Source: an optimization exercise on an open RTL-to-GDS flow (aim: small area). Production flows keep margins and buffers that such runs may drop. In this exercise RTL edits were held to simulation tests only and were not proved equivalent to the original. Power and IR drop assume default switching activity.

## bf8b
module bf8b (
    input rst,
    input clk,
    input rx,
    input [31:0] data_in,
    output [31:0] data_out,
    output [29:0] addr,
    output [3:0] wes,
    output tx
);
Size: ~3700 cells after synthesis, ~1300 flip-flops, ~100 I/O pins, about 41000 µm² of cells after synthesis.
export LEC_CHECK = 0
export CAP_MARGIN = 20
export CORE_MARGIN = 2
export CORE_UTILIZATION = 55
export GPL_TIMING_DRIVEN = 0
export SLEW_MARGIN = 20
create_clock -name core_clock -period 14.0 [get_ports {clk}]
standard.sh (not shown) runs the stock make flow with config.mk's settings and CLKGATE_MAP_FILE= SYNTH_SCRIPT=/design/flow/synth_recipe.tcl, a recipe that flattens the netlist after the stock synthesis.
==> flow/flow/run.sh <==
#!/bin/bash
# The standard layout, with three of its steps tuned for area:
#  - synthesis maps the logic with an area-oriented ABC script (flow/abc_area.script)
#    instead of ORFS's delay-oriented one; everything else in the synthesis is the
#    standard one (synth_recipe.tcl), so the registers are the same;
#  - ports are buffered with buf_1 rather than the resizer's default delay cell;
#  - clock-tree sinks are clustered in larger groups.
set -euo pipefail
here=$(pwd)
{
  echo "proc abc {args} {"
  echo "  set i [lsearch -exact \$args -script]"
  echo "  if {\$i >= 0} { lset args [expr {\$i + 1}] $here/flow/abc_area.script }"
  echo "  yosys abc {*}\$args"
  echo "}"
  cat synth_recipe.tcl
} > area_synth.tcl
sed "s#SYNTH_SCRIPT=[^ ]*#SYNTH_SCRIPT=$here/area_synth.tcl#" standard.sh > area_standard.sh
export BUFFER_PORTS_ARGS="-buffer_cell sky130_fd_sc_hd__buf_1"
export CTS_ARGS="-sink_clustering_enable -repair_clock_nets -buf_list sky130_fd_sc_hd__clkbuf_8 -sink_clustering_size 16 -sink_clustering_max_diameter 60 -dont_use_dummy_load"
bash area_standard.sh > standard.log 2>&1
==> flow/flow/abc_area.script <==
&get -n
&st
&syn2
&dch
&nf -R 1000
&put
Next try:
--- a/flow/flow/run.sh
+++ b/flow/flow/run.sh
@@ -20 +20 @@
-export CTS_ARGS="-sink_clustering_enable -repair_clock_nets -buf_list sky130_fd_sc_hd__clkbuf_8 -sink_clustering_size 16 -sink_clustering_max_diameter 60 -dont_use_dummy_load"
+export CTS_ARGS="-sink_clustering_enable -repair_clock_nets -buf_list {sky130_fd_sc_hd__clkbuf_4 sky130_fd_sc_hd__clkbuf_8} -sink_clustering_size 12 -sink_clustering_max_diameter 40 -dont_use_dummy_load"
CORE_UTILIZATION = 50   (was 55)
GPL_TIMING_DRIVEN = not set   (was 0)
Combinational power fell by 4.9%.
Power rises by 5.4%.
Clock power went up by 20%.
First-iteration DRC count grows by 1.9%.
Hold slack gets worse by 0.0030 ns.
Sequential cell count stays the same.
Count of clock-buffer cells in the layout grows by 48.
Clock skew went down by 0.020 ns.
Worst setup slack improves by 0.93 ns.
Wire length is higher by 2.3%.
Die area climbs by 9.8%.
Next try:
--- a/flow/flow/run.sh
+++ b/flow/flow/run.sh
@@ -20 +20 @@
-export CTS_ARGS="-sink_clustering_enable -repair_clock_nets -buf_list {sky130_fd_sc_hd__clkbuf_4 sky130_fd_sc_hd__clkbuf_8} -sink_clustering_size 12 -sink_clustering_max_diameter 40 -dont_use_dummy_load"
+export CTS_ARGS="-sink_clustering_enable -repair_clock_nets -buf_list sky130_fd_sc_hd__clkbuf_8 -sink_clustering_size 16 -sink_clustering_max_diameter 60 -dont_use_dummy_load"
CORE_UTILIZATION = 55   (was 50)
The changed run passed the timing, design-rule and antenna checks.
Design area drops by 1.7%.
Wire length climbs by 3.0%.
Power drops by 6.0%.
Clock skew drops by 0.015 ns.
Hold slack gets better by 0.0078 ns.
Non-clock buffer count climbs by 5.
Next try:
CAP_MARGIN = 10   (was 20)
SLEW_MARGIN = 10   (was 20)
Hold slack degrades by 0.0043 ns.
Clock-buffer cell count does not change.
Non-clock buffer count is unchanged.
Total power is about the same.
Next try:
--- a/flow/flow/run.sh
+++ b/flow/flow/run.sh
@@ -20 +20 @@
-export CTS_ARGS="-sink_clustering_enable -repair_clock_nets -buf_list sky130_fd_sc_hd__clkbuf_8 -sink_clustering_size 16 -sink_clustering_max_diameter 60 -dont_use_dummy_load"
+export CTS_ARGS="-sink_clustering_enable -repair_clock_nets -buf_list sky130_fd_sc_hd__clkbuf_8 -sink_clustering_size 20 -sink_clustering_max_diameter 60 -dont_use_dummy_load"
CAP_MARGIN = 20   (was 10)
SLEW_MARGIN = 20   (was 10)
The changed run passed the timing, design-rule and antenna checks; final cell count hardly moves; final area shrinks by about 0.47%; sequential cell count is unchanged; global-route usage is lower by 0.15 points; die area does not change; worst hold slack is worse by 0.0085 ns; critical path depth came out lower by 1; clock power falls by about 8%.

* * *

bf8b, a different RTL version from the one above (not shown whole).
Size: roughly 1300 flip-flops, ~100 I/O pins.
==> flow/config.mk <==
export PLATFORM = sky130hd
export DESIGN_NAME = bf8b
export DESIGN_NICKNAME = bf8b
export VERILOG_FILES = /design/flow/design.v
export SDC_FILE = /design/flow/constraint.sdc
export NUM_CORES = 8
export LEC_CHECK = 0
export CAP_MARGIN = 20
export CORE_MARGIN = 2
export CORE_UTILIZATION = 50
export SLEW_MARGIN = 20
==> flow/constraint.sdc <==
create_clock -name core_clock -period 14.0 [get_ports {clk}]
set_input_delay 2.8000 -clock core_clock [delete_from_list [all_inputs] [get_ports {clk}]]
set_output_delay 2.8000 -clock core_clock [all_outputs]
set_load 0.01 [all_outputs]
==> flow/flow/run.sh <==
#!/bin/bash
# The standard layout, with three of its steps tuned for area:
#  - synthesis maps the logic with an area-oriented ABC script (flow/abc_area.script)
#    instead of ORFS's delay-oriented one; everything else in the synthesis is the
#    standard one (synth_recipe.tcl), so the registers are the same;
#  - ports are buffered with buf_1 rather than the resizer's default delay cell;
#  - clock-tree sinks are clustered in larger groups.
set -euo pipefail
here=$(pwd)
{
  echo "proc abc {args} {"
  echo "  set i [lsearch -exact \$args -script]"
  echo "  if {\$i >= 0} { lset args [expr {\$i + 1}] $here/flow/abc_area.script }"
  echo "  yosys abc {*}\$args"
  echo "}"
  cat synth_recipe.tcl
} > area_synth.tcl
sed "s#SYNTH_SCRIPT=[^ ]*#SYNTH_SCRIPT=$here/area_synth.tcl#" standard.sh > area_standard.sh
export BUFFER_PORTS_ARGS="-buffer_cell sky130_fd_sc_hd__buf_1"
export CTS_ARGS="-sink_clustering_enable -repair_clock_nets -buf_list sky130_fd_sc_hd__clkbuf_8 -sink_clustering_size 16 -sink_clustering_max_diameter 60 -dont_use_dummy_load"
bash area_standard.sh > standard.log 2>&1
==> flow/flow/abc_area.script <==
&get -n
&st
&syn2
&dch
&nf -R 1000
&st
&dch
&nf -R 1000
&put
The first run went through all stages and came out clean.
Edit:
--- a/flow/flow/run.sh
+++ b/flow/flow/run.sh
@@ -19,3 +19,3 @@
 export BUFFER_PORTS_ARGS="-buffer_cell sky130_fd_sc_hd__buf_1"
-export CTS_ARGS="-sink_clustering_enable -repair_clock_nets -buf_list sky130_fd_sc_hd__clkbuf_8 -sink_clustering_size 16 -sink_clustering_max_diameter 60 -dont_use_dummy_load"
+export CTS_ARGS="-sink_clustering_enable -repair_clock_nets -buf_list sky130_fd_sc_hd__clkbuf_8 -sink_clustering_size 14 -sink_clustering_max_diameter 80 -dont_use_dummy_load"
 bash area_standard.sh > standard.log 2>&1
==> flow/flow/abc_area.script (replaced) <==
&get -n
&st
&syn2
&dch
&nf -R 1000
&put
The changed run passed the timing, design-rule and antenna checks.
Cell area hardly moves.
Combinational power climbs by well over a third.
Global-route usage decreases by 6.0 points.
Sequential power increases slightly.
Count of clock-buffer cells in the layout went up by 10.
Area after synthesis stays flat.
Edit:
--- a/flow/flow/run.sh
+++ b/flow/flow/run.sh
@@ -19,3 +19,3 @@
 export BUFFER_PORTS_ARGS="-buffer_cell sky130_fd_sc_hd__buf_1"
-export CTS_ARGS="-sink_clustering_enable -repair_clock_nets -buf_list sky130_fd_sc_hd__clkbuf_8 -sink_clustering_size 14 -sink_clustering_max_diameter 80 -dont_use_dummy_load"
+export CTS_ARGS="-sink_clustering_enable -repair_clock_nets -buf_list sky130_fd_sc_hd__clkbuf_8 -sink_clustering_size 16 -sink_clustering_max_diameter 60 -dont_use_dummy_load"
 bash area_standard.sh > standard.log 2>&1
What happened: The new run went through all stages and came out clean. First-iteration DRC count goes up by 2.4%. Synthesized area stays the same. Power falls by 1.1%. Routed wire length drops by about 0.5%. Global-route usage hardly moves. Final area is about the same. Non-clock buffer count fell by 1. Via count hardly moves.
Edit:
--- a/flow/flow/run.sh
+++ b/flow/flow/run.sh
@@ -19,3 +19,3 @@
 export BUFFER_PORTS_ARGS="-buffer_cell sky130_fd_sc_hd__buf_1"
-export CTS_ARGS="-sink_clustering_enable -repair_clock_nets -buf_list sky130_fd_sc_hd__clkbuf_8 -sink_clustering_size 16 -sink_clustering_max_diameter 60 -dont_use_dummy_load"
+export CTS_ARGS="-sink_clustering_enable -repair_clock_nets -buf_list sky130_fd_sc_hd__clkbuf_8 -sink_clustering_size 18 -sink_clustering_max_diameter 50 -dont_use_dummy_load"
 bash area_standard.sh > standard.log 2>&1
Outcome: Total power is higher by 0.43%; global-route usage barely changes; utilization is about the same; setup slack is better by 0.071 ns.

-- separate check: timing with driven ports --
The results above use ideal ports. As a check the final layouts listed here were re-extracted and re-timed, cells and wires unchanged.
Step 1, drivers: a clkbuf_16 drives clk and a buf_2 each remaining input, both assumed.
Step 2 times the ports against the registers' clock, not the clock port: input delays grow and output delays shrink by t, the midpoint of the rising clock arrivals with the driver on.
Slacks: ideal / step 1 / step 2; pairs: ideal / step 1.
| run | t, ns | slack for setup (ns) | hold slack, ns | latest minus earliest clock arrival (ns) | pins driven straight from the clock port |
|---|---|---|---|---|---|
| the first run of note 1 | 0.790 | 0.441 / 0.394 / 0.394 | 0.253 / 0.253 / 0.253 | 0.156 / 0.156 | 1 |
| the second run of note 1 | 0.804 | 1.372 / 1.350 / 1.350 | 0.250 / 0.250 / 0.250 | 0.136 / 0.136 | 1 |
| the third run of note 1 | 0.766 | 0.984 / 0.883 / 0.883 | 0.258 / 0.258 / 0.258 | 0.121 / 0.121 | 1 |
| the fourth run of note 1 | 0.782 | 0.963 / 0.870 / 0.870 | 0.253 / 0.253 / 0.253 | 0.117 / 0.117 | 1 |
| the fifth run of note 1 | 0.756 | 0.930 / 0.840 / 0.840 | 0.245 / 0.245 / 0.245 | 0.117 / 0.117 | 1 |
| the first run of note 2 | 0.778 | 0.649 / 0.629 / 0.629 | 0.285 / 0.285 / 0.285 | 0.085 / 0.085 | 1 |
| the second run of note 2 | 0.798 | 0.607 / 0.587 / 0.587 | 0.256 / 0.256 / 0.256 | 0.121 / 0.121 | 1 |
| the third run of note 2 | 0.764 | 0.638 / 0.618 / 0.618 | 0.240 / 0.240 / 0.240 | 0.140 / 0.140 | 1 |
| the fourth run of note 2 | 0.770 | 0.709 / 0.688 / 0.688 | 0.259 / 0.259 / 0.259 | 0.152 / 0.152 | 1 |
After both steps every run listed still meets setup and hold. The setup slack of the third run of note 1, which loses most, moves by -0.101 ns with the drivers and by -0.101 ns with both steps.
